Background: an optimization exercise with open tools, aiming at small area, a short achievable clock period and few clock cycles per item. Do not read the settings as production practice. Function was checked by simulation only, so behaviour that the tests miss may differ from the original.

## branch zinc
==> flow/design.v <==
package present_pkg;
localparam N_ROUNDS = 32;
localparam ROUNDS_PER_CYCLE = 4;
localparam N_CYCLES = (N_ROUNDS + ROUNDS_PER_CYCLE - 1) / ROUNDS_PER_CYCLE;
localparam CT_STAGE = N_ROUNDS - (N_CYCLES - 1) * ROUNDS_PER_CYCLE - 1;
localparam CW = (N_CYCLES <= 2) ? 1 : (N_CYCLES <= 4) ? 2 : (N_CYCLES <= 8) ? 3 : (N_CYCLES <= 16) ? 4 : 5;
endpackage
import present_pkg::*;
module present_dp (
  input  [63:0]  d,
  input  [127:0] k,
  input  [CW-1:0] cyc,
  output logic [63:0]  d_next,
  output logic [127:0] k_next,
  output logic [63:0]  ct
);
function [3:0] fSBox (input [3:0] x);
  fSBox[0] = (x[1]&x[2]) ^ x[2] ^ x[3] ^ x[0];
  fSBox[1] = (x[1]&x[3]) ^ (x[0]&x[1]&x[2]) ^ (x[0]&x[2]&x[3]) ^ (x[2]&x[3]) ^
             (x[0]&x[1]&x[3]) ^ x[3] ^ x[1];
  fSBox[2] = ~((x[0]&x[3]) ^ (x[0]&x[1]) ^ (x[0]&x[2]&x[3]) ^ (x[1]&x[3]) ^
               (x[0]&x[1]&x[3]) ^ x[3] ^ x[2]);
  fSBox[3] = ~((x[0]&x[1]&x[3]) ^ (x[1]&x[2]) ^ (x[0]&x[1]&x[2]) ^ (x[0]&x[2]&x[3]) ^
               x[3] ^ x[1] ^ x[0]);
endfunction
function [63:0] P (input [63:0] x);
integer b;
begin
  for (b = 0; b < 63; b = b + 1)
    P[(16*b) % 63] = x[b];
  P[63] = x[63];
end
endfunction
always_comb begin : rounds
  integer j, sb;
  logic [63:0]  dd, ax;
  logic [127:0] kk;
  logic [4:0]   rc;
  dd = d;
  kk = k;
  ax = '0;
  ct = '0;
  for (j = 0; j < ROUNDS_PER_CYCLE; j = j + 1) begin
    rc = 5'(cyc * ROUNDS_PER_CYCLE + j + 1);
    ax = dd ^ kk[127:64];
    if (j == CT_STAGE) ct = ax;
    for (sb = 0; sb < 16; sb = sb + 1)
      dd[4*sb+3 -: 4] = fSBox(ax[4*sb+3 -: 4]);
    dd = P(dd);
    kk = {kk[66:0], kk[127:67]};
    kk = {fSBox(kk[127:124]), fSBox(kk[123:120]), kk[119:67], kk[66:62] ^ rc, kk[61:0]};
  end
  d_next = dd;
  k_next = kk;
end
endmodule
import present_pkg::*;
module present_ctrl (
  input            clk,
  input            nrst,
  input            ld,      
  input            run,     
  output           last,    
  output logic [CW-1:0] cyc
);
assign last = (cyc == CW'(N_CYCLES-1));
always_ff @(posedge clk)
  if (ld)
    cyc <= '0;
  else if (run && !last)
    cyc <= cyc + 1'b1;
endmodule
import present_pkg::*;
module present (
  input          clk,
  input          nrst,
  input          ld,
  input          busy,       
  input  [63:0]  plaintext,
  input  [127:0] key,
  output         ready,      
  output [63:0]  ciphertext
);
logic [63:0]  dreg;
logic [127:0] kreg;
wire  [63:0]  d_next;
wire  [127:0] k_next;
wire  [CW-1:0] cyc;
wire          last;
present_ctrl ctrl_i (
  .clk (clk),
  .nrst(nrst),
  .ld  (ld),
  .run (busy),
  .last(last),
  .cyc (cyc)
);
present_dp dp_i (
  .d     (dreg),
  .k     (kreg),
  .cyc   (cyc),
  .d_next(d_next),
  .k_next(k_next),
  .ct    (ciphertext)
);
always_ff @(posedge clk)
  if (ld) begin
    dreg <= plaintext;
    kreg <= key;
  end else if (!last) begin
    dreg <= d_next;
    kreg <= k_next;
  end
assign ready = !busy || last;
endmodule
module avalon_accel(
  input  clk,
  input  reset_n,
  input         avs_write,
  input  [31:0] avs_writedata,
  output [31:0] avs_readdata,
  input  [4:0]  avs_address,
  output logic avm_write,
  output logic avm_read,
  input         avm_waitrequest,
  output logic [31:0] avm_writedata,
  input  [31:0] avm_readdata,
  output logic [31:0] avm_address,
  output logic irq
);
logic [31:0] R [0:7];
wire [127:0] key_reg = {R[3], R[2], R[1], R[0]};
always_ff @(posedge clk or negedge reset_n)
  if (!reset_n)
    for (int i = 0; i < 8; i++)
      R[i] <= '0;
  else if (avs_write)
    R[avs_address[4:2]] <= avs_writedata;
logic act;
wire  run = act && !irq;
assign avs_readdata = (avs_address == 5'h1c) ? {31'b0, act} : R[avs_address[4:2]];
wire ctrl_wr = avs_write && (avs_address[4:2] == 3'd7);
localparam [1:0] WH = 2'd0, WL = 2'd1, RH = 2'd2, RL = 2'd3;
logic [1:0]  ph;
logic        breq;           
logic        bpt;            
logic        comp;           
logic [63:0] buff;           
logic [31:3] rd_ptr, wr_ptr;
logic        more;           
wire  [31:3] end_ptr = R[4][31:3] + R[6][28:0];
wire  [31:3] rd_ptr_inc = rd_ptr + 29'd1;
wire acc    = breq && !avm_waitrequest;
wire bdone  = (acc && (ph == RL || (ph == WL && !more))) || (run && !breq);
wire finish = acc && ph == WL && !more && !comp;
wire        ready;
wire [63:0] ct;
wire        swap = run && bdone && ready && !finish;
wire        newpt = (acc && ph == RL) || bpt;
wire [63:0] pt = {buff[63:32], breq ? avm_readdata : buff[31:0]};
assign avm_read      = breq && ph[1];
assign avm_write     = breq && !ph[1];
assign avm_address   = {ph[1] ? rd_ptr : wr_ptr, ph[0], 2'b00};
assign avm_writedata = ph[0] ? buff[31:0] : buff[63:32];
always_ff @(posedge clk or negedge reset_n)
  if (!reset_n) begin
    act  <= 1'b0;
    irq  <= 1'b0;
    breq <= 1'b0;
    bpt  <= 1'b0;
    comp <= 1'b0;
    ph   <= RH;
  end else begin
    if (!act) begin
      if (ctrl_wr && avs_writedata[0]) begin
        act  <= 1'b1;
        breq <= 1'b1;
        ph   <= RH;
        bpt  <= 1'b0;
        comp <= 1'b0;
      end
    end else if (irq) begin
      if (ctrl_wr && !avs_writedata[0]) begin
        act <= 1'b0;
        irq <= 1'b0;
      end
    end else begin
      if (finish) begin
        irq  <= 1'b1;
        breq <= 1'b0;
      end else if (swap) begin
        comp <= newpt;
        bpt  <= 1'b0;
        breq <= comp || more;
        ph   <= comp ? WH : RH;
      end else if (acc) begin
        case (ph)
          WH: ph <= WL;
          WL: if (more) ph <= RH; else breq <= 1'b0;
          RH: ph <= RL;
          RL: begin breq <= 1'b0; bpt <= 1'b1; end
        endcase
      end
    end
  end
always_ff @(posedge clk) begin
  if (!act) begin
    rd_ptr <= R[4][31:3];
    wr_ptr <= R[5][31:3];
    more   <= 1'b1;
  end else begin
    if (acc && ph == RH) more <= (rd_ptr_inc != end_ptr);
    if (acc && ph == RL) rd_ptr <= rd_ptr_inc;
    if (acc && ph == WL) wr_ptr <= wr_ptr + 29'd1;
  end
  if (swap)
    buff <= ct;
  else if (acc && ph == RH)
    buff[63:32] <= avm_readdata;
  else if (acc && ph == RL)
    buff[31:0] <= avm_readdata;
end
present core (
  .clk       (clk),
  .nrst      (reset_n),
  .ld        (swap),
  .busy      (comp),
  .plaintext (pt),
  .key       (key_reg),
  .ready     (ready),
  .ciphertext(ct)
);
endmodule
clock: 7.0 ns
lec_check: 0
cap_margin: 20
core_margin: 2
core_utilization: 40
place_density: 0.6
setup_slack_margin: 2.5
slew_margin: 20
run.sh (not shown) runs the stock make flow with config.mk's settings and CLKGATE_MAP_FILE= SYNTH_SCRIPT=/design/flow/synth_recipe.tcl, a recipe that flattens the netlist after the stock synthesis.
Testbench counts of branch zinc, summed over its fixed seeds: cycles 15,956, blocks 1,681.
The inputs of branch raven differ from those of branch zinc as listed below.
-- flow/design.v --
<<< branch zinc, line 148
logic [63:0] buff;           
logic [31:3] rd_ptr, wr_ptr;
logic        more;           
wire  [31:3] end_ptr = R[4][31:3] + R[6][28:0];
wire  [31:3] rd_ptr_inc = rd_ptr + 29'd1;
wire acc    = breq && !avm_waitrequest;
wire bdone  = (acc && (ph == RL || (ph == WL && !more))) || (run && !breq);
>>> branch raven, line 148
logic [63:0] buff;           
logic [31:3] rd_ptr, wr_ptr;
logic [31:0] rem;            
logic        more;           
wire acc    = breq && !avm_waitrequest;
wire bdone  = (acc && (ph == RL || (ph == WL && !more))) || (run && !breq);
<<< branch zinc, line 208
    rd_ptr <= R[4][31:3];
    wr_ptr <= R[5][31:3];
    more   <= 1'b1;
  end else begin
    if (acc && ph == RH) more <= (rd_ptr_inc != end_ptr);
    if (acc && ph == RL) rd_ptr <= rd_ptr_inc;
    if (acc && ph == WL) wr_ptr <= wr_ptr + 29'd1;
  end
>>> branch raven, line 207
    rd_ptr <= R[4][31:3];
    wr_ptr <= R[5][31:3];
    rem    <= R[6];
    more   <= 1'b1;
  end else begin
    if (acc && ph == RH) begin
      rem  <= rem - 32'd1;
      more <= (rem != 32'd1);
    end
    if (acc && ph == RL) rd_ptr <= rd_ptr + 29'd1;
    if (acc && ph == WL) wr_ptr <= wr_ptr + 29'd1;
  end
==> comparison <==
In the flow results for branch zinc and branch raven, the maximum fanout encountered on the critical timing path is larger on branch raven.
On post-CTS setup buffer count: branch raven sits below branch zinc.
The count of state elements after synthesis in branch raven sits 32 above the value recorded for branch zinc.
Diff branch zinc -> branch raven | clock network contribution to total cell area | decrease of 0.28 points
Die area | branch raven < branch zinc
The number of buffers created by CTS reported for branch raven is smaller than that of branch zinc by 4.1%.
On final critical path time including I/O delays and setup, the higher figure sits with branch zinc, not branch raven.
Testbench counts of branch raven, summed over its fixed seeds: cycles 15,956, blocks 1,681.

## static timing again, ports no longer ideal
In the flow no input, the clock included, has a driving cell. The finished layouts below were timed again as built, in two steps. Step 1 (the two cells are an assumption about what drives the block):
set clk [get_ports {clk}]
set_driving_cell -lib_cell sky130_fd_sc_hd__clkbuf_16 $clk
set_driving_cell -lib_cell sky130_fd_sc_hd__buf_2 [delete_from_list [all_inputs] $clk]
Step 2 adds t to the input delays and takes it off the output delays; t is the mean of the earliest and latest rising clock arrival at the registers after step 1. Input paths then give back, and output paths get back, about the clock's delay inside the block. a / b / c = ideal ports / drivers / drivers and shift; a / b = the first two.
| run | t, ns | setup slack, ns | worst register clock-pin slew, ns |
|---|---|---|---|
| branch zinc | 0.728 | 2.334 / 2.334 / 2.264 | 0.07 / 0.07 |
| branch raven | 0.706 | 2.447 / 2.357 / 2.169 | 0.07 / 0.07 |
After both steps setup and hold are still met in every run listed. The setup slack of branch raven, which loses most, moves by -0.090 ns with the drivers and by -0.278 ns with both steps.
